Background: an optimization exercise with open tools, aiming at small area, a short achievable clock period and few clock cycles per item. Do not read the settings as production practice.
At most, simulation tests tie the RTL to the original design; equivalence was not proved.
The RTL of runs 2 and 3 was laid out without a check of its function.

===== design/flow/run.sh =====
#!/bin/bash
# synth_recipe.tcl (not shown) runs the flow's synth.tcl, then flattens the netlist and writes it again
# the make line also repeats each setting of config.mk as NAME=value (left out here)
make -C /OpenROAD-flow-scripts/flow DESIGN_CONFIG=/design/flow/config.mk WORK_HOME=/design/flow/orfs CLKGATE_MAP_FILE= SYNTH_SCRIPT=/design/flow/synth_recipe.tcl finish

===== design/flow/constraint.sdc =====
create_clock -name core_clock -period 5.0 [get_ports {clk}]
set_input_delay 1.0000 -clock core_clock [delete_from_list [all_inputs] [get_ports {clk}]]
set_output_delay 1.0000 -clock core_clock [all_outputs]
set_load 0.01 [all_outputs]

===== design/flow/config.mk =====
export PLATFORM = sky130hd
export DESIGN_NAME = dct_4x4_core
export DESIGN_NICKNAME = dct_4x4_core
export VERILOG_FILES = /design/flow/design.v
export SDC_FILE = /design/flow/constraint.sdc
export NUM_CORES = 4
export LEC_CHECK = 0
export CAP_MARGIN = 20
export CORE_MARGIN = 2
export CORE_UTILIZATION = 40
export PLACE_DENSITY = 0.6
export SLEW_MARGIN = 20

===== design/flow/design.v =====
`timescale 1ns / 1ps
module valid_ready_FF #(
    parameter DATA_WIDTH = 128
)
(
    input clk,
    input reset,
    input                   i_valid,
    output                  i_ready,
    input  [DATA_WIDTH-1:0] i_data,
    output reg                  o_valid,
    input                       o_ready,
    output reg [DATA_WIDTH-1:0] o_data
);
    assign i_ready = o_ready | ~o_valid;
    always @(posedge clk) begin
        if(reset) begin
            o_valid <= 1'b0;
            o_data  <= 'd0;
        end
        else if(i_ready) begin
            o_valid <= i_valid;
            o_data  <= i_data;
        end
    end
endmodule
`timescale 1ns / 1ps
module dct_4x4 #(
    parameter PERF_OPT_ROW = 0,
    parameter PERF_OPT_COL = 0
)
(
    input clk,
    input reset,
    input          i_valid,
    output         i_ready,
    input  [255:0] i_data,
    output         o_valid,
    input          o_ready,
    output [255:0] o_data
);
    wire [127:0] i_data_128;
    wire         w_valid;
    wire         w_ready;
    wire [127:0] w_data;
    reg row_valid;
    reg col_valid;
    reg weight_valid;
    reg dct_valid;
    wire row_ready;
    wire col_ready;
    wire weight_ready;
    wire dct_ready;
    wire        [7:0] x[0:3][0:3];
    reg signed [11:0] row_out[0:3][0:3];
    reg signed [14:0] col_out[0:3][0:3];
    reg signed [19:0] weight_out[0:3][0:3];
    reg signed [15:0] dct_out[0:3][0:3];
    wire signed [5:0] coeff_A = 6'b0_00011;   
    wire signed [5:0] coeff_B = 6'b0_00101;   
    wire signed [5:0] coeff_C = 6'b0_01000;   
    genvar i,j;
    integer n, m;
    generate
        for(i=0; i<4; i=i+1) begin
            for(j=0; j<4; j=j+1) begin
                assign i_data_128[(32*i+8*j)+:8] = i_data[(64*i+16*j)+:8];
            end
        end
    endgenerate
    valid_ready_FF #(128) u_valid_ready_FF(
        clk, reset, i_valid, i_ready, i_data_128, w_valid, w_ready, w_data
    );
    generate
        for(i=0; i<4; i=i+1) begin
            for(j=0; j<4; j=j+1) begin
                assign x[i][j] = w_data[127-(32*i+8*j)-:8];
            end
        end
    endgenerate
    generate
    if(~PERF_OPT_ROW) begin
        assign w_ready = row_ready | ~row_valid;
        always @(posedge clk) begin
            if(reset) begin
                row_valid <= 'd0;
                for(n=0; n<4; n=n+1) begin
                    for(m=0; m<4; m=m+1) begin
                        row_out[n][m] <= 'd0;
                    end
                end
            end
            else if(w_ready) begin
                row_valid <= w_valid;
                row_out[0][0] <= x[0][0] + x[1][0] + x[2][0] + x[3][0];
                row_out[0][1] <= x[0][1] + x[1][1] + x[2][1] + x[3][1];
                row_out[0][2] <= x[0][2] + x[1][2] + x[2][2] + x[3][2];
                row_out[0][3] <= x[0][3] + x[1][3] + x[2][3] + x[3][3];
                row_out[1][0] <= (x[0][0]<<1) + x[1][0] - x[2][0] - (x[3][0]<<1);
                row_out[1][1] <= (x[0][1]<<1) + x[1][1] - x[2][1] - (x[3][1]<<1);
                row_out[1][2] <= (x[0][2]<<1) + x[1][2] - x[2][2] - (x[3][2]<<1);
                row_out[1][3] <= (x[0][3]<<1) + x[1][3] - x[2][3] - (x[3][3]<<1);
                row_out[2][0] <= x[0][0] - x[1][0] - x[2][0] + x[3][0];
                row_out[2][1] <= x[0][1] - x[1][1] - x[2][1] + x[3][1];
                row_out[2][2] <= x[0][2] - x[1][2] - x[2][2] + x[3][2];
                row_out[2][3] <= x[0][3] - x[1][3] - x[2][3] + x[3][3];
                row_out[3][0] <= x[0][0] - (x[1][0]<<1) + (x[2][0]<<1) - x[3][0];
                row_out[3][1] <= x[0][1] - (x[1][1]<<1) + (x[2][1]<<1) - x[3][1];
                row_out[3][2] <= x[0][2] - (x[1][2]<<1) + (x[2][2]<<1) - x[3][2];
                row_out[3][3] <= x[0][3] - (x[1][3]<<1) + (x[2][3]<<1) - x[3][3];
            end
        end
    end
    else if(PERF_OPT_ROW) begin
        assign w_ready = row_ready;
        always @(*) begin
            row_valid = w_valid;
            row_out[0][0] = x[0][0] + x[1][0] + x[2][0] + x[3][0];
            row_out[0][1] = x[0][1] + x[1][1] + x[2][1] + x[3][1];
            row_out[0][2] = x[0][2] + x[1][2] + x[2][2] + x[3][2];
            row_out[0][3] = x[0][3] + x[1][3] + x[2][3] + x[3][3];
            row_out[1][0] = (x[0][0]<<1) + x[1][0] - x[2][0] - (x[3][0]<<1);
            row_out[1][1] = (x[0][1]<<1) + x[1][1] - x[2][1] - (x[3][1]<<1);
            row_out[1][2] = (x[0][2]<<1) + x[1][2] - x[2][2] - (x[3][2]<<1);
            row_out[1][3] = (x[0][3]<<1) + x[1][3] - x[2][3] - (x[3][3]<<1);
            row_out[2][0] = x[0][0] - x[1][0] - x[2][0] + x[3][0];
            row_out[2][1] = x[0][1] - x[1][1] - x[2][1] + x[3][1];
            row_out[2][2] = x[0][2] - x[1][2] - x[2][2] + x[3][2];
            row_out[2][3] = x[0][3] - x[1][3] - x[2][3] + x[3][3];
            row_out[3][0] = x[0][0] - (x[1][0]<<1) + (x[2][0]<<1) - x[3][0];
            row_out[3][1] = x[0][1] - (x[1][1]<<1) + (x[2][1]<<1) - x[3][1];
            row_out[3][2] = x[0][2] - (x[1][2]<<1) + (x[2][2]<<1) - x[3][2];
            row_out[3][3] = x[0][3] - (x[1][3]<<1) + (x[2][3]<<1) - x[3][3];
        end
    end
    endgenerate
    generate
    if(~PERF_OPT_COL) begin
        assign row_ready = col_ready | ~col_valid;
        always @(posedge clk) begin
            if(reset) begin
                col_valid <= 'd0;
                for(n=0; n<4; n=n+1) begin
                    for(m=0; m<4; m=m+1) begin
                        col_out[n][m] <= 'd0;
                    end
                end
            end
            else if(row_ready) begin
                col_valid <= row_valid;
                col_out[0][0] <= row_out[0][0] + row_out[0][1] + row_out[0][2] + row_out[0][3];
                col_out[1][0] <= row_out[1][0] + row_out[1][1] + row_out[1][2] + row_out[1][3];
                col_out[2][0] <= row_out[2][0] + row_out[2][1] + row_out[2][2] + row_out[2][3];
                col_out[3][0] <= row_out[3][0] + row_out[3][1] + row_out[3][2] + row_out[3][3];
                col_out[0][1] <= (row_out[0][0]<<1) + row_out[0][1] - row_out[0][2] - (row_out[0][3]<<1);
                col_out[1][1] <= (row_out[1][0]<<1) + row_out[1][1] - row_out[1][2] - (row_out[1][3]<<1);
                col_out[2][1] <= (row_out[2][0]<<1) + row_out[2][1] - row_out[2][2] - (row_out[2][3]<<1);
                col_out[3][1] <= (row_out[3][0]<<1) + row_out[3][1] - row_out[3][2] - (row_out[3][3]<<1);
                col_out[0][2] <= row_out[0][0] - row_out[0][1] - row_out[0][2] + row_out[0][3];
                col_out[1][2] <= row_out[1][0] - row_out[1][1] - row_out[1][2] + row_out[1][3];
                col_out[2][2] <= row_out[2][0] - row_out[2][1] - row_out[2][2] + row_out[2][3];
                col_out[3][2] <= row_out[3][0] - row_out[3][1] - row_out[3][2] + row_out[3][3];
                col_out[0][3] <= row_out[0][0] - (row_out[0][1]<<1) + (row_out[0][2]<<1) - row_out[0][3];
                col_out[1][3] <= row_out[1][0] - (row_out[1][1]<<1) + (row_out[1][2]<<1) - row_out[1][3];
                col_out[2][3] <= row_out[2][0] - (row_out[2][1]<<1) + (row_out[2][2]<<1) - row_out[2][3];
                col_out[3][3] <= row_out[3][0] - (row_out[3][1]<<1) + (row_out[3][2]<<1) - row_out[3][3];
            end
        end
    end
    else if(PERF_OPT_COL) begin
        assign row_ready = col_ready;
        always @(*) begin
            col_valid = row_valid;
            col_out[0][0] = row_out[0][0] + row_out[0][1] + row_out[0][2] + row_out[0][3];
            col_out[1][0] = row_out[1][0] + row_out[1][1] + row_out[1][2] + row_out[1][3];
            col_out[2][0] = row_out[2][0] + row_out[2][1] + row_out[2][2] + row_out[2][3];
            col_out[3][0] = row_out[3][0] + row_out[3][1] + row_out[3][2] + row_out[3][3];
            col_out[0][1] = (row_out[0][0]<<1) + row_out[0][1] - row_out[0][2] - (row_out[0][3]<<1);
            col_out[1][1] = (row_out[1][0]<<1) + row_out[1][1] - row_out[1][2] - (row_out[1][3]<<1);
            col_out[2][1] = (row_out[2][0]<<1) + row_out[2][1] - row_out[2][2] - (row_out[2][3]<<1);
            col_out[3][1] = (row_out[3][0]<<1) + row_out[3][1] - row_out[3][2] - (row_out[3][3]<<1);
            col_out[0][2] = row_out[0][0] - row_out[0][1] - row_out[0][2] + row_out[0][3];
            col_out[1][2] = row_out[1][0] - row_out[1][1] - row_out[1][2] + row_out[1][3];
            col_out[2][2] = row_out[2][0] - row_out[2][1] - row_out[2][2] + row_out[2][3];
            col_out[3][2] = row_out[3][0] - row_out[3][1] - row_out[3][2] + row_out[3][3];
            col_out[0][3] = row_out[0][0] - (row_out[0][1]<<1) + (row_out[0][2]<<1) - row_out[0][3];
            col_out[1][3] = row_out[1][0] - (row_out[1][1]<<1) + (row_out[1][2]<<1) - row_out[1][3];
            col_out[2][3] = row_out[2][0] - (row_out[2][1]<<1) + (row_out[2][2]<<1) - row_out[2][3];
            col_out[3][3] = row_out[3][0] - (row_out[3][1]<<1) + (row_out[3][2]<<1) - row_out[3][3];
        end
    end
    endgenerate
    assign col_ready = weight_ready | ~weight_valid;
    always @(posedge clk) begin
        if(reset) begin
            weight_valid <= 'd0;
            for(n=0; n<4; n=n+1) begin
                for(m=0; m<4; m=m+1) begin
                    weight_out[n][m] <= 'd0;
                end
            end
        end
        else if(col_ready) begin
            weight_valid <= col_valid;
            weight_out[0][0] <= coeff_C * col_out[0][0];
            weight_out[0][1] <= coeff_B * col_out[0][1];
            weight_out[0][2] <= coeff_C * col_out[0][2];
            weight_out[0][3] <= coeff_B * col_out[0][3];
            weight_out[1][0] <= coeff_B * col_out[1][0];
            weight_out[1][1] <= coeff_A * col_out[1][1];
            weight_out[1][2] <= coeff_B * col_out[1][2];
            weight_out[1][3] <= coeff_A * col_out[1][3];
            weight_out[2][0] <= coeff_C * col_out[2][0];
            weight_out[2][1] <= coeff_B * col_out[2][1];
            weight_out[2][2] <= coeff_C * col_out[2][2];
            weight_out[2][3] <= coeff_B * col_out[2][3];
            weight_out[3][0] <= coeff_B * col_out[3][0];
            weight_out[3][1] <= coeff_A * col_out[3][1];
            weight_out[3][2] <= coeff_B * col_out[3][2];
            weight_out[3][3] <= coeff_A * col_out[3][3];
        end
    end
    assign dct_ready    = o_ready;
    assign weight_ready = dct_ready | ~dct_valid;
    always @(posedge clk) begin
        if(reset) begin
            dct_valid <= 'd0;
            for(n=0; n<4; n=n+1) begin
                for(m=0; m<4; m=m+1) begin
                    dct_out[n][m] <= 'd0;
                end
            end
        end
        else if(weight_ready) begin
            dct_valid <= weight_valid;
            dct_out[0][0] <= {weight_out[0][0][19], weight_out[0][0][15:5], weight_out[0][0][4:1]};
            dct_out[0][1] <= {weight_out[0][1][19], weight_out[0][1][15:5], weight_out[0][1][4:1]};
            dct_out[0][2] <= {weight_out[0][2][19], weight_out[0][2][15:5], weight_out[0][2][4:1]};
            dct_out[0][3] <= {weight_out[0][3][19], weight_out[0][3][15:5], weight_out[0][3][4:1]};
            dct_out[1][0] <= {weight_out[1][0][19], weight_out[1][0][15:5], weight_out[1][0][4:1]};
            dct_out[1][1] <= {weight_out[1][1][19], weight_out[1][1][15:5], weight_out[1][1][4:1]};
            dct_out[1][2] <= {weight_out[1][2][19], weight_out[1][2][15:5], weight_out[1][2][4:1]};
            dct_out[1][3] <= {weight_out[1][3][19], weight_out[1][3][15:5], weight_out[1][3][4:1]};
            dct_out[2][0] <= {weight_out[2][0][19], weight_out[2][0][15:5], weight_out[2][0][4:1]};
            dct_out[2][1] <= {weight_out[2][1][19], weight_out[2][1][15:5], weight_out[2][1][4:1]};
            dct_out[2][2] <= {weight_out[2][2][19], weight_out[2][2][15:5], weight_out[2][2][4:1]};
            dct_out[2][3] <= {weight_out[2][3][19], weight_out[2][3][15:5], weight_out[2][3][4:1]};
            dct_out[3][0] <= {weight_out[3][0][19], weight_out[3][0][15:5], weight_out[3][0][4:1]};
            dct_out[3][1] <= {weight_out[3][1][19], weight_out[3][1][15:5], weight_out[3][1][4:1]};
            dct_out[3][2] <= {weight_out[3][2][19], weight_out[3][2][15:5], weight_out[3][2][4:1]};
            dct_out[3][3] <= {weight_out[3][3][19], weight_out[3][3][15:5], weight_out[3][3][4:1]};
        end
    end
    assign o_valid = dct_valid;
    assign o_data = {
        dct_out[0][0], dct_out[0][1], dct_out[0][2], dct_out[0][3],
        dct_out[1][0], dct_out[1][1], dct_out[1][2], dct_out[1][3],
        dct_out[2][0], dct_out[2][1], dct_out[2][2], dct_out[2][3],
        dct_out[3][0], dct_out[3][1], dct_out[3][2], dct_out[3][3]
    };
endmodule
`timescale 1ns / 1ps
module dct_4x4_core (
    input          clk,
    input          reset,
    input          i_valid,
    output         i_ready,
    input  [255:0] i_data,
    output         o_valid,
    input          o_ready,
    output [255:0] o_data
);
    dct_4x4 #(
        .PERF_OPT_ROW(1),
        .PERF_OPT_COL(1)
    ) u_dct_4x4 (
        .clk    (clk),
        .reset  (reset),
        .i_valid(i_valid),
        .i_ready(i_ready),
        .i_data (i_data),
        .o_valid(o_valid),
        .o_ready(o_ready),
        .o_data (o_data)
    );
endmodule

==> flow_metrics.tcl, run 1 <==
set metrics [dict create \
    die_w_um 441 \
    synth_top_family_by_area "adder cells" \
    syn_inst 9079 \
    wirelength_mm 242 \
    n_fill_cell 18724 \
    grt_pass1_wl_mm 369 \
    globalRouteOverflowTotal 0 \
    yosysWarnings 6 \
    synthTopCellsByCount "nand2_1 (1,779), a21oi_1 (1,183), dfxtp_1 (1,046), ha_1 (966), inv_1 (654)" \
    area_delta_synth_final_pct 14.1 \
    clkLatencyLatePin_ns 0.80 \
    start_util_pct 40.2 \
    die_y_um 441 \
    tns_ns 0 \
    cp-start-kind "flip-flop" \
    synth_area_leaders "dfxtp_1 (27%), ha_1 (16%), fa_1 (12%), nand2_1 (8.7%), a21oi_1 (7.8%)" \
    avgSynthCellArea_um2 8.41 \
    maxSlewViolCount 0 \
    max_freq_ghz 0.215 \
    crit_path_end_kind "flip-flop" \
    drt-initial-drc-count 4241 \
    status "no timing/DRC/antenna violations" \
    wire_per_inst_um 20.2 \
    slew_headroom_pct 34.7 \
    clock-sinks 1046 \
    fin_crit_sh_pct 93.0 \
    ys.flop_type "dfxtp_1" \
    path_max_fanout 7 \
    muxShareOfSynthArea_pct 0.293 \
    cp.arrival_ns 5.36 \
    synthArstFlopShare_pct 0 \
    cts_tree "done" \
    finish.utilization_pct 45.8 \
    antenna_found_initial 10 \
    core-area_mm2 0.190 \
    synth.distinct_cells 85 \
    clk_pin_slew_ns 0.06 \
    synth-edff-count 0 \
    post_cts_buffers 0 \
    worst_pin_slew_ns 0.969 \
    die_area_mm2 0.194 \
    synth-xor-area-share_pct 5.52 \
    io_pins 518 \
    ys_seq_area_share_pct 27.4 \
    skew_ns 0.0598 \
    grt_setup_unrepaired "no" \
    regArea_mm2 0.0209 \
    cap_violations 0 \
    grt_usage_pct 24.5 \
    setup_viol 0 \
    yosysTopAreaCellShare_pct 27.4 \
    routabilityCongestion 0.933 \
    nets 11014 \
    clockBufferDepth 3 \
    final_antenna_net_count 0 \
    hold_path.class "reg2reg" \
    htreeDepth 3 \
    synth-seq-cells 1046 \
    synth_fa_ha_area_share_pct 27.5 \
    post-route-drc-count 0 \
    synth_compound_area_share_pct 18.2 \
    post-synth-top-count-cell "nand2_1" \
    cts_buffers 117 \
    placed_area_mm2 0.0830 \
    drive_gt1_share_pct 4.11 \
    synth_top_area_cell "dfxtp_1" \
    detail_route.vias_per_cell 5.34 \
    grt_pass1_vias 60994 \
    cts_root_buf "clkbuf_16" \
    row_count 160 \
    crit_type "reg2reg" \
    io_buffer_count 380 \
    drt_pass1_iterations 5 \
    fin_crit_ns 4.65 \
    cp.required_ns 5.71 \
    multi_input_area_mm2 0.0515 \
    grt_max_degree 170 \
    postLayoutCellArea_mm2 0.0871 \
    hold_violations 0 \
    synth_simple_gate_area_share_pct 15.8 \
    syn_area_mm2 0.0763 \
    vias 63882 \
    detailed_place_hpwl_mm 195 \
]
==> routing by layer <==
layer	up-vias	track usage [%]	share of wire, %
met5	-	0	0.019
met4	6	7.03	2.8
met3	242	3.21	5.2
met2	1506	35.7	41
met1	30538	37.3	51
li1	31590	-	-
==> logic make-up (layout without fill, tap and decap cells) <==
| logic type | after synthesis | in the layout |
|---|---|---|
| AND/OR/NAND/NOR | 2778 | 2778 |
| AO/OA/AOI/OAI | 2312 | 2312 |
| adder cells (fa/ha/maj) | 1411 | 1411 |
| flip-flops | 1046 | 1046 |
| buffers and inverters | 1028 | 1386 |
| XOR/XNOR | 481 | 481 |
| multiplexers | 22 | 22 |
| other | 1 | 10 |
==> flip-flops by register name (all words and copies together) (netlist names) <==
name / flops
u_dct_4x4.dct_out: 247
u_dct_4x4.weight_out: 247
u_dct_4x4.col_out: 235
u_dct_4x4.row_out: 184
u_dct_4x4.u_valid_ready_FF.o_data: 128
u_dct_4x4.col_valid: 1
u_dct_4x4.dct_valid: 1
u_dct_4x4.row_valid: 1
u_dct_4x4.u_valid_ready_FF.o_valid: 1
u_dct_4x4.weight_valid: 1
==> cells in the final DEF (no fill, tap or decap), drive strengths merged, types with 311 or more instances in the layout <==
cell type      synthesis  routed
nand2               1781    1781
dfxtp               1046    1046
clkdlybuf4s50          0     379
xnor2                341     341
nor2                 333     333
inv                  655     662
fa                   445     445
a21oi               1184    1184
o21ai                311     311
ha                   966     966
==> final timing paths <==
check	start	end	slack, ns	cells after the start
max	u_dct_4x4.row_out[13][0]$_SDFFE_PP0P_	u_dct_4x4.col_out[14][14]$_SDFFE_PP0P_	0.35	18
max reg2reg	u_dct_4x4.row_out[13][0]$_SDFFE_PP0P_	u_dct_4x4.col_out[14][14]$_SDFFE_PP0P_	0.35	18
min	u_dct_4x4.weight_out[0][3]$_SDFFE_PP0P_	u_dct_4x4.dct_out[0][2]$_SDFFE_PP0P_	0.45	2
min reg2reg	u_dct_4x4.weight_out[0][3]$_SDFFE_PP0P_	u_dct_4x4.dct_out[0][2]$_SDFFE_PP0P_	0.45	2
==> final cells by class <==
cell class,count,area share (%)
timing repair buffer,510,5.77
tap,2511,3.61
clock inverter,56,0.784
antenna,1,0.00287
inverter,655,2.83
sequential,1046,24.0
multi-input combinational,7013,59.1
clock buffer,165,3.85
==> per-stage QoR <==
step / hold slack [ns] / setup WS (ns) / instances
after floorplan: 0.415 / 0.671 / 9087
after detailed placement: 0.440 / 0.193 / 11735
after CTS: 0.449 / 0.160 / 11956
final: 0.445 / 0.349 / 11957
after global routing: 0.465 / 0.0511 / 11956
after global placement: 0.436 / 0.241 / 11735
==> worst max-delay path, stage by stage, from the launching register on <==
cell	delay (ns)
dfxtp_1	0.35
fa_1	0.63
inv_1	0.07
ha_1	0.19
or2_2	0.29
fa_1	0.42
a21o_1	0.21
a21oi_2	0.21
o21a_1	0.17
nor3_1	0.08
a2111oi_2	0.39
buf_4	0.19
a21oi_1	0.06
xor2_1	0.15
ha_1	0.36
nor2b_1	0.17
nor4b_1	0.32
o221ai_1	0.20
nand2_1	0.13
==> what timing repair did <==
action	in CTS	in global routing
endpoints found under the setup margin	0	1
gates resized for setup	0	2
hold buffers	0	0
Testbench counts, summed over its fixed seeds: cycles 2,088, items 2,048.
==> run 2, diff against run 1 <==
==> design/flow/design.v (replaced) <==
`timescale 1ns / 1ps
module valid_ready_FF #(
    parameter DATA_WIDTH = 128
)
(
    input clk,
    input reset,
    input                   i_valid,
    output                  i_ready,
    input  [DATA_WIDTH-1:0] i_data,
    output reg                  o_valid,
    input                       o_ready,
    output reg [DATA_WIDTH-1:0] o_data
);
    assign i_ready = o_ready | ~o_valid;
    always @(posedge clk) begin
        if(reset) begin
            o_valid <= 1'b0;
            o_data  <= 'd0;
        end
        else if(i_ready) begin
            o_valid <= i_valid;
            o_data  <= i_data;
        end
    end
endmodule
`timescale 1ns / 1ps
module dct_4x4 (
    input  [127:0] x,
    output [255:0] y
);
    genvar i, j;
    wire signed [10:0] r [0:3][0:3];
    generate
        for (j = 0; j < 4; j = j + 1) begin : g_row
            wire signed [9:0] x0 = {2'b00, x[8*(0+j) +: 8]};
            wire signed [9:0] x1 = {2'b00, x[8*(4+j) +: 8]};
            wire signed [9:0] x2 = {2'b00, x[8*(8+j) +: 8]};
            wire signed [9:0] x3 = {2'b00, x[8*(12+j) +: 8]};
            wire signed [9:0] s03 = x0 + x3;
            wire signed [9:0] s12 = x1 + x2;
            wire signed [9:0] d03 = x0 - x3;
            wire signed [9:0] d12 = x1 - x2;
            assign r[0][j] = s03 + s12;
            assign r[2][j] = s03 - s12;
            assign r[1][j] = (d03 <<< 1) + d12;
            assign r[3][j] = d03 - (d12 <<< 1);
        end
    endgenerate
    generate
        for (i = 0; i < 4; i = i + 1) begin : g_col
            wire signed [12:0] s03 = r[i][0] + r[i][3];
            wire signed [12:0] s12 = r[i][1] + r[i][2];
            wire signed [12:0] d03 = r[i][0] - r[i][3];
            wire signed [12:0] d12 = r[i][1] - r[i][2];
            wire signed [13:0] z [0:3];
            assign z[0] = s03 + s12;
            assign z[2] = s03 - s12;
            assign z[1] = (d03 <<< 1) + d12;
            assign z[3] = d03 - (d12 <<< 1);
            for (j = 0; j < 4; j = j + 1) begin : g_w
                wire signed [15:0] zz = z[j];
                wire signed [15:0] w;
                if ((i % 2 == 0) && (j % 2 == 0)) begin : g_a8
                    assign w = zz <<< 2;                  
                end else if ((i % 2 == 1) && (j % 2 == 1)) begin : g_a3
                    assign w = zz + (zz >>> 1);           
                end else begin : g_a5
                    assign w = (zz <<< 1) + (zz >>> 1);   
                end
                assign y[16*(15-(4*i+j)) +: 16] = w;
            end
        end
    endgenerate
endmodule
`timescale 1ns / 1ps
module dct_4x4_core (
    input          clk,
    input          reset,
    input          i_valid,
    output         i_ready,
    input  [255:0] i_data,
    output         o_valid,
    input          o_ready,
    output [255:0] o_data
);
    reg         v;
    reg [127:0] x;
    assign i_ready = o_ready | ~v;
    assign o_valid = v;
    always @(posedge clk) begin
        if (reset)
            v <= 1'b0;
        else if (i_ready)
            v <= i_valid;
    end
    integer k;
    always @(posedge clk) begin
        if (i_ready & i_valid)
            for (k = 0; k < 16; k = k + 1)
                x[8*k +: 8] <= i_data[16*(15-k) +: 8];
    end
    dct_4x4 u_dct (.x(x), .y(o_data));
endmodule
==> flow_metrics.tcl, run 2 <==
set metrics [dict create \
    grt_pass1_vias 39341 \
    post-route-drc-count 0 \
    fin_crit_sh_pct 162 \
    cts_buffers 17 \
    grt_usage_pct 27.6 \
    dp_cells 7267 \
    start_util_pct 40.2 \
    die_y_um 299 \
    max_flop_register "x" \
    clkLatencyLatePin_ns 0.46 \
    reg_top3 "x x128, v x1" \
    cp.required_ns 4.00 \
    io_pins 518 \
    hold_path.class "reg2reg" \
    synth_top_area_cell "ha_1" \
    io_buffer_count 379 \
    detail_route.vias_per_cell 5.18 \
    crit_buf_inv 11 \
    crit_path_end_kind "output pin" \
    cp.arrival_ns 7.11 \
    routabilityCongestion 0.936 \
    htreeDepth 4 \
    fin_crit_ns 8.11 \
    status "finished with violations" \
    layout_commonest_cell "buf_4" \
    pre_cts_ws_ns -3.05 \
    cts_tree "done" \
    cts_root_buf "clkbuf_16" \
    ys_seq_area_share_pct 11.1 \
    wire_per_inst_um 19.1 \
    synth-edff-count 128 \
    antenna-diode-count 0 \
    setup_viol 240 \
    yosysTopAreaCellShare_pct 27.9 \
    slowest_delay_ns 0.41 \
    drt-initial-drc-count 2169 \
    synthArstFlopShare_pct 0 \
    synthTopCellsByCount "ha_1 (777), inv_1 (633), xnor2_1 (437), a21oi_1 (425), nor2_1 (410)" \
    yosysWarnings 2 \
    wirelength_mm 147 \
    globalRouteOverflowTotal 0 \
    skew_ns 0.0116 \
    synth-seq-cells 129 \
    avgSynthCellArea_um2 8.12 \
    path_max_fanout 3 \
    detailed_place_hpwl_mm 98.9 \
    maxSlewViolCount 0 \
    synth.distinct_cells 91 \
    synth_area_leaders "ha_1 (28%), edfxtp_1 (11%), xnor2_1 (11%), inv_1 (6.8%), a21oi_1 (6.1%)" \
    syn_area_mm2 0.0348 \
    nets 7620 \
    drive_gt1_share_pct 54.4 \
    die_area_mm2 0.0894 \
    final_antenna_net_count 0 \
    fin_cells 7675 \
    clk_pin_slew_ns 0.07 \
    worst_pin_slew_ns 0.789 \
    hold_violations 0 \
    row_count 108 \
    area_delta_synth_final_pct 89.6 \
    grt_max_degree 56 \
    syn_inst 4283 \
    failed_checks "setup timing" \
    slew_headroom_pct 47.4 \
    clock-sinks 129 \
    cp_top_family "compound AO/OA/AOI/OAI gates" \
    crit_type "reg2out" \
    drt_pass1_iterations 5 \
    core-area_mm2 0.0865 \
    setup_slack_ns -3.11 \
    max_freq_ghz 0.123 \
    cp-start-kind "flip-flop" \
    largest_register_ffs 128 \
    antenna_found_initial 7 \
    clockBufferDepth 2 \
    vias 39758 \
    die_w_um 299 \
    ctsHoldBuffers 0 \
    grt_pass1_wl_mm 198 \
    cap_violations 0 \
    ys.flop_type "edfxtp_1" \
    cp_common_cell "buf_4" \
    grt_setup_unrepaired "yes" \
    final_cell_mix "buf_4 (1,681), inv_1 (520), ha_1 (502), nor2_1 (315), clkdlybuf4s50_1 (253)" \
    slowest_stage "edfxtp_1" \
    post-synth-top-count-cell "ha_1" \
]
## run 2: changes by cell type in the layout (fill, tap and decap cells not counted), sizes merged, moves of 128 or more
cell | previous run | this run
a21oi | 1184 | 427
edfxtp | 0 | 128
buf | 131 | 2002
nand2 | 1781 | 100
dfxtp | 1046 | 1
clkbuf | 165 | 23
ha | 966 | 777
fa | 445 | 76
o21bai | 76 | 206
o21ai | 311 | 165
## run 2: cell type report
cell class                 count  area [um2]
timing repair buffer        2273       18400
multi-input combinational   3449       39300
clock inverter                14         130
tap                         1155        1450
fill                        5340       20500
inverter                     637        2480
sequential                   129        3860
clock buffer                  18         429
## run 2: cell families (layout without fill, tap and decap cells)
kind of cell               Yosys count  count (layout)  share of synthesized area (%)
DFF                                129             129                           11.1
muxes                               13              13                          0.396
adders and majority gates          854             854                           32.3
other                                1              10                         0.0108
and+or+nand+nor                    787             787                           10.5
buffers and inverters              714            2942                           7.95
xor gates and xnor gates           669             669                           17.2
AOI/OAI and AO/OA                 1116            1116                           20.5
## run 2: routing by layer
layer	wire length [um]	track usage (%)
met3	7180	3.12
met5	13	0
met4	7370	9.10
met2	73400	49.5
met1	58800	34.3
## run 2: repair_timing
action	in CTS	in global routing
gates resized for setup	1566	754
setup endpoints to repair	240	241
buffers inserted	284	153
cloned	0	0
pin swaps	635	535
## run 2: path summary, 6_finish.rpt
kind,start,end,slack (ns),depth (start not counted)
worst max-delay path,x[80]$_DFFE_PP_,o_data[189],-3.11,36
worst min-delay path,v$_SDFFE_PP0N_,v$_SDFFE_PP0N_,0.54,2
worst max register to register,v$_SDFFE_PP0N_,x[6]$_DFFE_PP_,3.10,3
worst min register to register,v$_SDFFE_PP0N_,v$_SDFFE_PP0N_,0.54,2
## run 2: tightest hold or removal path: stages, from the launching register on
cell and delay, ns:
dfxtp_1 0.31, nand2b_1 0.11, a21oi_1 0.08
## run 2: metrics by stage
step                      TNS (ns)  area [um2]  hold WS [ns]  util [%]
after floorplan            -143.94       36600         0.593         -
after detailed placement   -391.33       52800         0.532      61.1
after global routing       -505.40       66000         0.590      76.3
after global placement     -378.71       52800         0.515      61.1
after CTS                  -427.47       61100         0.546      70.6
final                      -458.31       66000         0.539      76.3
==> run 3, diff against run 2 <==
==> design/flow/design.v (replaced) <==
`timescale 1ns / 1ps
module valid_ready_FF #(
    parameter DATA_WIDTH = 128
)
(
    input clk,
    input reset,
    input                   i_valid,
    output                  i_ready,
    input  [DATA_WIDTH-1:0] i_data,
    output reg                  o_valid,
    input                       o_ready,
    output reg [DATA_WIDTH-1:0] o_data
);
    assign i_ready = o_ready | ~o_valid;
    always @(posedge clk) begin
        if(reset) begin
            o_valid <= 1'b0;
            o_data  <= 'd0;
        end
        else if(i_ready) begin
            o_valid <= i_valid;
            o_data  <= i_data;
        end
    end
endmodule
`timescale 1ns / 1ps
module dct4_bfly #(
    parameter IW = 8,     
    parameter OW = 11     
)
(
    input  signed [IW-1:0] x0, x1, x2, x3,
    output signed [OW-1:0] y0, y1, y2, y3
);
    wire signed [OW-1:0] s03 = x0 + x3;
    wire signed [OW-1:0] s12 = x1 + x2;
    wire signed [OW-1:0] d03 = x0 - x3;
    wire signed [OW-1:0] d12 = x1 - x2;
    assign y0 = s03 + s12;
    assign y2 = s03 - s12;
    assign y1 = (d03 <<< 1) + d12;
    assign y3 = d03 - (d12 <<< 1);
endmodule
`timescale 1ns / 1ps
module dct_4x4_core (
    input          clk,
    input          reset,
    input          i_valid,
    output         i_ready,
    input  [255:0] i_data,
    output         o_valid,
    input          o_ready,
    output [255:0] o_data
);
    genvar i, j;
    reg  v1, v2;
    wire en = o_ready | ~v2;
    assign i_ready = en;
    assign o_valid = v2;
    always @(posedge clk) begin
        if (reset) begin
            v1 <= 1'b0;
            v2 <= 1'b0;
        end else if (en) begin
            v1 <= i_valid;
            v2 <= v1;
        end
    end
    wire signed [10:0] rc [0:3][0:3];
    reg  signed [10:0] r  [0:3][0:3];
    generate
        for (j = 0; j < 4; j = j + 1) begin : g_c
            dct4_bfly #(.IW(10), .OW(11)) u_b (
                .x0({2'b00, i_data[240-16*j +: 8]}),
                .x1({2'b00, i_data[176-16*j +: 8]}),
                .x2({2'b00, i_data[112-16*j +: 8]}),
                .x3({2'b00, i_data[ 48-16*j +: 8]}),
                .y0(rc[0][j]), .y1(rc[1][j]), .y2(rc[2][j]), .y3(rc[3][j])
            );
            for (i = 0; i < 4; i = i + 1) begin : g_r
                always @(posedge clk)
                    if (en) r[i][j] <= rc[i][j];
            end
        end
    endgenerate
    wire signed [13:0] zc [0:3][0:3];
    reg  signed [13:0] z  [0:3][0:3];
    generate
        for (i = 0; i < 4; i = i + 1) begin : g_rw
            dct4_bfly #(.IW(11), .OW(14)) u_b (
                .x0(r[i][0]), .x1(r[i][1]), .x2(r[i][2]), .x3(r[i][3]),
                .y0(zc[i][0]), .y1(zc[i][1]), .y2(zc[i][2]), .y3(zc[i][3])
            );
            for (j = 0; j < 4; j = j + 1) begin : g_z
                always @(posedge clk)
                    if (en) z[i][j] <= zc[i][j];
            end
        end
    endgenerate
    generate
        for (i = 0; i < 4; i = i + 1) begin : g_oi
            for (j = 0; j < 4; j = j + 1) begin : g_oj
                wire signed [15:0] zz = z[i][j];
                wire signed [15:0] w;
                if ((i % 2 == 0) && (j % 2 == 0)) begin : g_a8
                    assign w = zz <<< 2;
                end else if ((i % 2 == 1) && (j % 2 == 1)) begin : g_a3
                    assign w = zz + (zz >>> 1);
                end else begin : g_a5
                    assign w = (zz <<< 1) + (zz >>> 1);
                end
                assign o_data[240-64*i-16*j +: 16] = w;
            end
        end
    endgenerate
endmodule
==> flow_metrics.tcl, run 3 <==
set metrics [dict create \
    setup_viol 0 \
    cp.arrival_ns 3.74 \
    drt_pass1_iterations 5 \
    synthArstFlopShare_pct 0 \
    n_fill_cell 10319 \
    synthTopCellsByCount "ha_1 (783), inv_1 (696), xnor2_1 (428), a21oi_1 (391), edfxtp_1 (384)" \
    drive_gt1_share_pct 2.30 \
    status "no timing/DRC/antenna violations" \
    post-route-drc-count 0 \
    clock-sinks 386 \
    synth-seq-cells 386 \
    max_freq_ghz 0.211 \
    path_max_fanout 3 \
    finish.utilization_pct 46.5 \
    routabilityCongestion 0.875 \
    syn_inst 4682 \
    synth-edff-count 384 \
    die_area_mm2 0.110 \
    pre_cts_ws_ns 0.424 \
    slowest_stage "clkdlybuf4s50_1" \
    reg_top3 "z x216, r x168" \
    layout_commonest_cell "ha_1" \
    grt_util_met3_pct 3.68 \
    die_w_um 332 \
    final_cell_mix "ha_1 (783), inv_1 (696), xnor2_1 (428), a21oi_1 (391), edfxtp_1 (384)" \
    core-area_mm2 0.107 \
    antenna_found_initial 11 \
    grt_usage_pct 19.2 \
    cts_buffers 44 \
    globalRouteOverflowTotal 0 \
    slew_headroom_pct 34.0 \
    start_util_pct 40.3 \
    max_flop_register "z" \
    detail_route.vias_per_cell 5.03 \
    maxSlewViolCount 0 \
    cts_tree "done" \
    die_y_um 332 \
    final_antenna_net_count 0 \
    worst_hold_slack_ns 0.469 \
    post-synth-top-count-cell "ha_1" \
    drt-initial-drc-count 1790 \
    synth.distinct_cells 78 \
    vias 32486 \
    clkLatencyLatePin_ns 0.60 \
    crit_path_end_kind "output pin" \
    clockBufferDepth 3 \
    cp.required_ns 4.00 \
    nets 6144 \
    cp_cell_sequence "ha_1 > inv_1 > fa_1 > nor2b_1 > o21ai_0 > a21boi_0 > o21ai_1 > nand2b_1 > a21o_1 > a41o_1 > o41a_1 > xor2_1 > clkdlybuf4s50_1" \
    area_delta_synth_final_pct 15.5 \
    crit_type "reg2out" \
    setup_slack_ns 0.263 \
    cap_violations 0 \
    wirelength_mm 109 \
    slowest_delay_ns 0.57 \
    cp-start-kind "flip-flop" \
    largest_register_ffs 216 \
    use_met2_pct 30.1 \
    worst_pin_slew_ns 0.991 \
    ys_seq_area_share_pct 26.9 \
    fin_crit_sh_pct 94.7 \
    avgSynthCellArea_um2 9.20 \
    io_pins 518 \
    grt_pass1_wl_mm 167 \
    post_cts_buffers 0 \
    busiest_layer "met2" \
    yosysWarnings 5 \
    ys.flop_type "edfxtp_1" \
    synth_area_leaders "edfxtp_1 (27%), ha_1 (23%), xnor2_1 (8.7%), inv_1 (6.1%), a21oi_1 (4.5%)" \
    io_buffer_count 379 \
    grt_max_degree 144 \
    syn_area_mm2 0.0431 \
    wire_per_inst_um 16.9 \
    htreeDepth 2 \
    grtUsageMet1_pct 27.6 \
    detailed_place_hpwl_mm 92.9 \
    fin_crit_ns 4.74 \
    clk_pin_slew_ns 0.06 \
    skew_ns 0.0225 \
    grt_pass1_vias 31156 \
    row_count 120 \
    tns_ns 0 \
    synth_top_area_cell "edfxtp_1" \
    yosysTopAreaCellShare_pct 26.8 \
    hold_violations 0 \
    hold_path.class "reg2reg" \
    cts_root_buf "clkbuf_16" \
    grt_setup_unrepaired "no" \
]
-- run 3: cell types whose count changed in the layout (fill, tap and decap cells not counted), moves of 126 or more --
cell / before / now
buf_6: 217 / 0
xnor2_2: 164 / 0
inv_1: 520 / 696
a21oi_1: 142 / 391
ha_1: 502 / 783
o21ai_0: 42 / 170
edfxtp_1: 128 / 384
a21oi_2: 193 / 0
buf_4: 1681 / 8
xnor2_1: 208 / 428
ha_4: 236 / 0
clkdlybuf4s50_1: 253 / 379
-- run 3: worst paths after layout --
check,startpoint,endpoint,slack [ns],cells after the start
max,z[7][1]$_DFFE_PP_,o_data[140],0.26,13
min,v1$_SDFFE_PP0P_,v2$_SDFFE_PP0P_,0.47,2
max reg2reg,r[5][0]$_DFFE_PP_,z[7][13]$_DFFE_PP_,0.62,16
min reg2reg,v1$_SDFFE_PP0P_,v2$_SDFFE_PP0P_,0.47,2
-- run 3: area by class of cell --
cell class	count	area (um2)	share of cell area, %
Multi-Input combinational cell	3507	28400	57.1
Sequential cell	386	11600	23.3
Timing Repair Buffer	390	3910	7.87
Inverter	696	2610	5.26
Tap cell	1403	1760	3.53
Clock buffer	47	1130	2.28
Clock inverter	28	324	0.652
Antenna cell	5	12.5	0.0252
-- run 3: logic make-up after synthesis --
logic type / synth area share, %
AO/OA/AOI/OAI: 17.3
AND/OR/NAND/NOR: 9.57
adder cells (fa/ha/maj): 26.3
buffers and inverters: 7.29
XOR/XNOR: 12.4
flip-flops: 26.9
multiplexers: 0.247
other: 0.00871
-- run 3: worst max-delay path: cells and delay by family (launching register included) --
family / cells / cell delay (ns)
compound gates: 6 / 1.32
flops: 1 / 0.41
buf+inv: 2 / 0.64
fa+ha+maj: 2 / 0.40
simple gates: 2 / 0.17
xor+xnor: 1 / 0.20
-- run 3: metal layers --
metal	vias up	routed length, um
met5	-	64
met4	12	1510
met3	93	6390
met2	611	46700
met1	14999	54300
li1	16771	-
-- run 3: timing repair --
item                                    4_1_cts  5_1_grt
hold endpoints to repair                      0        0
hold buffers                                  0        0
endpoints found under the setup margin        0        5
resized for setup                             0        5
-- run 3: per-stage QoR --
| stage | cells | area [um2] |
|---|---|---|
| after floorplan | 4691 | 43100 |
| after global placement | 6382 | 48200 |
| after detailed placement | 6382 | 48200 |
| after CTS | 6457 | 49700 |
| after global routing | 6457 | 49700 |
| final | 6462 | 49700 |

==> static timing again, ports no longer ideal <==
The results above use ideal ports. As a check the final layouts listed here were re-extracted and re-timed, cells and wires unchanged. Step 1, drivers: a clkbuf_16 drives clk and a buf_2 each remaining input, both assumed. Step 2, shift: input delay + t, output delay - t, t = (earliest + latest rising clock arrival at the registers) / 2. This alone moves slack from input paths to output paths. Slacks: ideal / step 1 / step 2; pairs: ideal / step 1.
| run | t (ns) | slack for setup (ns) | worst setup path after step 2 |
|---|---|---|---|
| run 1 | 0.859 | 0.349 / 0.349 / 0.349 | register to register |
| run 2 | 0.528 | -3.112 / -3.182 / -2.654 | register to output |
| run 3 | 0.645 | 0.263 / 0.201 / 0.262 | input to register |
The setup slack of run 3, which loses most, moves by -0.062 ns with the drivers and by -0.001 ns with both steps.
